Background: an optimization exercise with open tools, aiming at small area, a short achievable clock period and few clock cycles. Do not read the settings as production practice.
The RTL was checked by simulation tests, not by an equivalence proof against the original design.

// ALU
module ALU(
    input clock,
    input reset,
    input start,
    input [63:0] inA,
    input [63:0] inB,
    input [ 4:0] opr,
    output signed [63:0] outAB,
    output done
);
For scale: about 220 flip-flops, about 200 I/O pins, ~38,000 um2 of cells after synthesis.
export LEC_CHECK = 0
export ABC_AREA = 1
export CAP_MARGIN = 20
export CORE_MARGIN = 2
export CORE_UTILIZATION = 45
export PLACE_DENSITY = 0.7
export SLEW_MARGIN = 20
create_clock -name core_clock -period 17.0 [get_ports {clock}]
standard.sh (not shown) runs the stock make flow with config.mk's settings and CLKGATE_MAP_FILE= SYNTH_SCRIPT=/design/flow/synth_recipe.tcl, a recipe that flattens the netlist after the stock synthesis.
==> flow/flow/run.sh <==
#!/bin/bash
# The standard layout (standard.sh) with three layout settings changed; the clock period
# and the constraints stay the design's own:
#  - the setup repair aims for extra slack, so that repair_timing sizes and buffers the
#    design's real critical paths;
#  - the resizer may swap a cell for one of another footprint (a stronger drive);
#  - every input and output port still gets its own buffer, a sky130_fd_sc_hd__buf_4.
# make's full output goes to flow_make.log here.
set -euo pipefail
export SETUP_SLACK_MARGIN=12
sed 's#"\${@:-finish}"#MATCH_CELL_FOOTPRINT=0 "BUFFER_PORTS_ARGS=-buffer_cell sky130_fd_sc_hd__buf_4" "${@:-finish}"#' standard.sh > flow_std.sh
grep -q MATCH_CELL_FOOTPRINT=0 flow_std.sh
bash flow_std.sh > flow_make.log 2>&1
Testbench counts at the start, summed over its fixed seeds: cycles 85,665.
==> next run, changes <==
--- a/flow/flow/run.sh
+++ b/flow/flow/run.sh
@@ -10 +10 @@
-export SETUP_SLACK_MARGIN=12
+export SETUP_SLACK_MARGIN=11.8
- CORE_UTILIZATION: 45 -> 50
- PLACE_DENSITY: 0.7 -> 0.65
Global-route usage goes up by 4.2 points.
Setup slack improved by 0.086 ns.
Register-to-register slack got worse by 0.14 ns.
Design area goes down by a few percent.
==> next run, changes <==
--- a/flow/flow/run.sh
+++ b/flow/flow/run.sh
@@ -10 +10 @@
-export SETUP_SLACK_MARGIN=11.8
+export SETUP_SLACK_MARGIN=12.6
- CORE_UTILIZATION: 50 -> 45
- PLACE_DENSITY: 0.65 -> 0.6
The new run finished clean; die area rose by roughly a tenth; setup slack improves by 0.25 ns; cell count rose by a few percent; core utilization rose by 1.1 points.

* * *

ALU again, from the RTL that the note above started with.
==> flow/config.mk <==
export PLATFORM = sky130hd
export DESIGN_NAME = ALU
export DESIGN_NICKNAME = ALU
export VERILOG_FILES = /design/flow/design.v
export SDC_FILE = /design/flow/constraint.sdc
export NUM_CORES = 4
export LEC_CHECK = 0
export ABC_AREA = 1
export CAP_MARGIN = 20
export CORE_MARGIN = 2
export CORE_UTILIZATION = 50
export PLACE_DENSITY = 0.65
export SLEW_MARGIN = 20
export SYNTH_HIERARCHICAL = 1
export SYNTH_MINIMUM_KEEP_SIZE = 0
==> flow/constraint.sdc <==
create_clock -name core_clock -period 17.0 [get_ports {clock}]
set_input_delay 3.4000 -clock core_clock [delete_from_list [all_inputs] [get_ports {clock}]]
set_output_delay 3.4000 -clock core_clock [all_outputs]
set_load 0.01 [all_outputs]
==> flow/flow/run.sh <==
#!/bin/bash
# The standard layout (standard.sh) with three layout settings changed; the clock period
# and the constraints stay the design's own:
#  - the setup repair aims for extra slack, so that repair_timing sizes and buffers the
#    design's real critical paths;
#  - the resizer may swap a cell for one of another footprint (a stronger drive);
#  - every input and output port still gets its own buffer, a sky130_fd_sc_hd__buf_4.
# make's full output goes to flow_make.log here.
set -euo pipefail
export SETUP_SLACK_MARGIN=12
sed 's#"\${@:-finish}"#MATCH_CELL_FOOTPRINT=0 "BUFFER_PORTS_ARGS=-buffer_cell sky130_fd_sc_hd__buf_4" "${@:-finish}"#' standard.sh > flow_std.sh
grep -q MATCH_CELL_FOOTPRINT=0 flow_std.sh
bash flow_std.sh > flow_make.log 2>&1
Testbench counts at the start, summed over its fixed seeds: cycles 85,665.
Then changed:
==> flow/flow/run.sh (replaced) <==
#!/bin/bash
# The standard layout (standard.sh), with the setup repair asked to leave extra slack so
# that repair_timing sizes and buffers the design's real critical paths (the clock period and
# the constraints stay the design's own). make's full output goes to flow_make.log here.
set -euo pipefail
export SETUP_SLACK_MARGIN=11.5
bash standard.sh > flow_make.log 2>&1
Settings changed: CORE_UTILIZATION 50 to 45, PLACE_DENSITY 0.65 to 0.6, SYNTH_HIERARCHICAL 1 to not set, SYNTH_MINIMUM_KEEP_SIZE 0 to not set.
After rerunning: The changed run went through all stages and came out clean; non-clock buffer count shrinks by 12; sequential share of layout area hardly moves; clock skew is lower by 0.022 ns; setup slack gets worse by 0.51 ns; wire length climbs slightly; cell area is lower slightly; sequential cell count stays the same.
Then changed:
==> flow/flow/run.sh (replaced) <==
#!/bin/bash
# The standard layout (standard.sh) with two repair settings changed; the clock period and
# the constraints stay the design's own:
#  - the setup repair aims for extra slack, so that repair_timing sizes and buffers the
#    design's real critical paths;
#  - the resizer may swap a cell for one of another footprint (a stronger drive).
# make's full output goes to flow_make.log here.
set -euo pipefail
export SETUP_SLACK_MARGIN=12
sed 's#"\${@:-finish}"#MATCH_CELL_FOOTPRINT=0 "${@:-finish}"#' standard.sh > flow_std.sh
grep -q MATCH_CELL_FOOTPRINT=0 flow_std.sh
bash flow_std.sh > flow_make.log 2>&1
=> The changed run finished clean. Hold slack barely changes. Critical path depth went up by 5. Wire length hardly moves. Area after synthesis does not change.
Then changed:
==> flow/flow/run.sh (replaced) <==
#!/bin/bash
# The standard layout (standard.sh) with three layout settings changed; the clock period
# and the constraints stay the design's own:
#  - the setup repair aims for extra slack, so that repair_timing sizes and buffers the
#    design's real critical paths;
#  - the resizer may swap a cell for one of another footprint (a stronger drive);
#  - every input and output port still gets its own buffer, a sky130_fd_sc_hd__buf_4.
# make's full output goes to flow_make.log here.
set -euo pipefail
export SETUP_SLACK_MARGIN=12
sed 's#"\${@:-finish}"#MATCH_CELL_FOOTPRINT=0 "BUFFER_PORTS_ARGS=-buffer_cell sky130_fd_sc_hd__buf_4" "${@:-finish}"#' standard.sh > flow_std.sh
grep -q MATCH_CELL_FOOTPRINT=0 flow_std.sh
bash flow_std.sh > flow_make.log 2>&1
Settings changed: CORE_UTILIZATION 45 to 50, PLACE_DENSITY 0.6 to 0.65.
After rerunning: Worst setup slack is better by 0.052 ns; hold slack gets worse by 0.0069 ns; register-to-register slack loses 0.02 ns; synthesized cell count stays the same.
Then changed:
Settings changed: CORE_UTILIZATION 50 to 45, PLACE_DENSITY 0.65 to 0.6.
Effect:
- The new run completed with no timing, DRC or antenna violations
- design area rose slightly
- clock-buffer cell count fell by 2
- setup slack gets better by 0.087 ns
- global-route usage fell by 2.6 points
- die area rose by roughly a tenth

## separate check: timing with driven ports
No port has a modelled driver above. Below, the same layouts with a new extraction and two added sets of constraints.
Step 1, drivers: a clkbuf_16 drives clock and a buf_2 each remaining input, both assumed.
Step 2 moves the port delays by t, midway between the first and last clock arrival at a register: inputs arrive t later, outputs are due t later. That takes back most of the time a late clock gives input paths.
a / b / c = ideal ports / drivers / drivers and shift; a / b = the first two.
| run | t, ns | setup slack, ns | worst setup path at the end | worst data-port slew with drivers (ns) | pins driven straight from the clock port |
|---|---|---|---|---|---|
| the first run of note 1 | 0.687 | 11.763 / 11.803 / 11.116 | input to register | 0.07 | 1 |
| the second run of note 1 | 0.680 | 11.849 / 11.837 / 11.213 | input to register | 0.05 | 1 |
| the third run of note 1 | 0.677 | 12.101 / 12.101 / 11.672 | input to register | 0.07 | 1 |
| the first run of note 2 | 0.660 | 11.925 / 11.855 / 11.312 | input to register | 0.10 | 1 |
| the second run of note 2 | 0.681 | 11.417 / 11.349 / 10.837 | input to register | 0.06 | 1 |
| the third run of note 2 | 0.676 | 11.857 / 11.893 / 11.216 | input to register | 0.07 | 1 |
| the fourth run of note 2 | 0.680 | 11.909 / 11.858 / 11.264 | input to register | 0.05 | 1 |
| the fifth run of note 2 | 0.679 | 11.996 / 12.017 / 11.338 | input to register | 0.06 | 1 |
After both steps setup and hold are still met in every run listed. For the fifth run of note 2, which loses most, drivers alone change the setup slack by +0.021 ns; drivers and shift together by -0.658 ns.
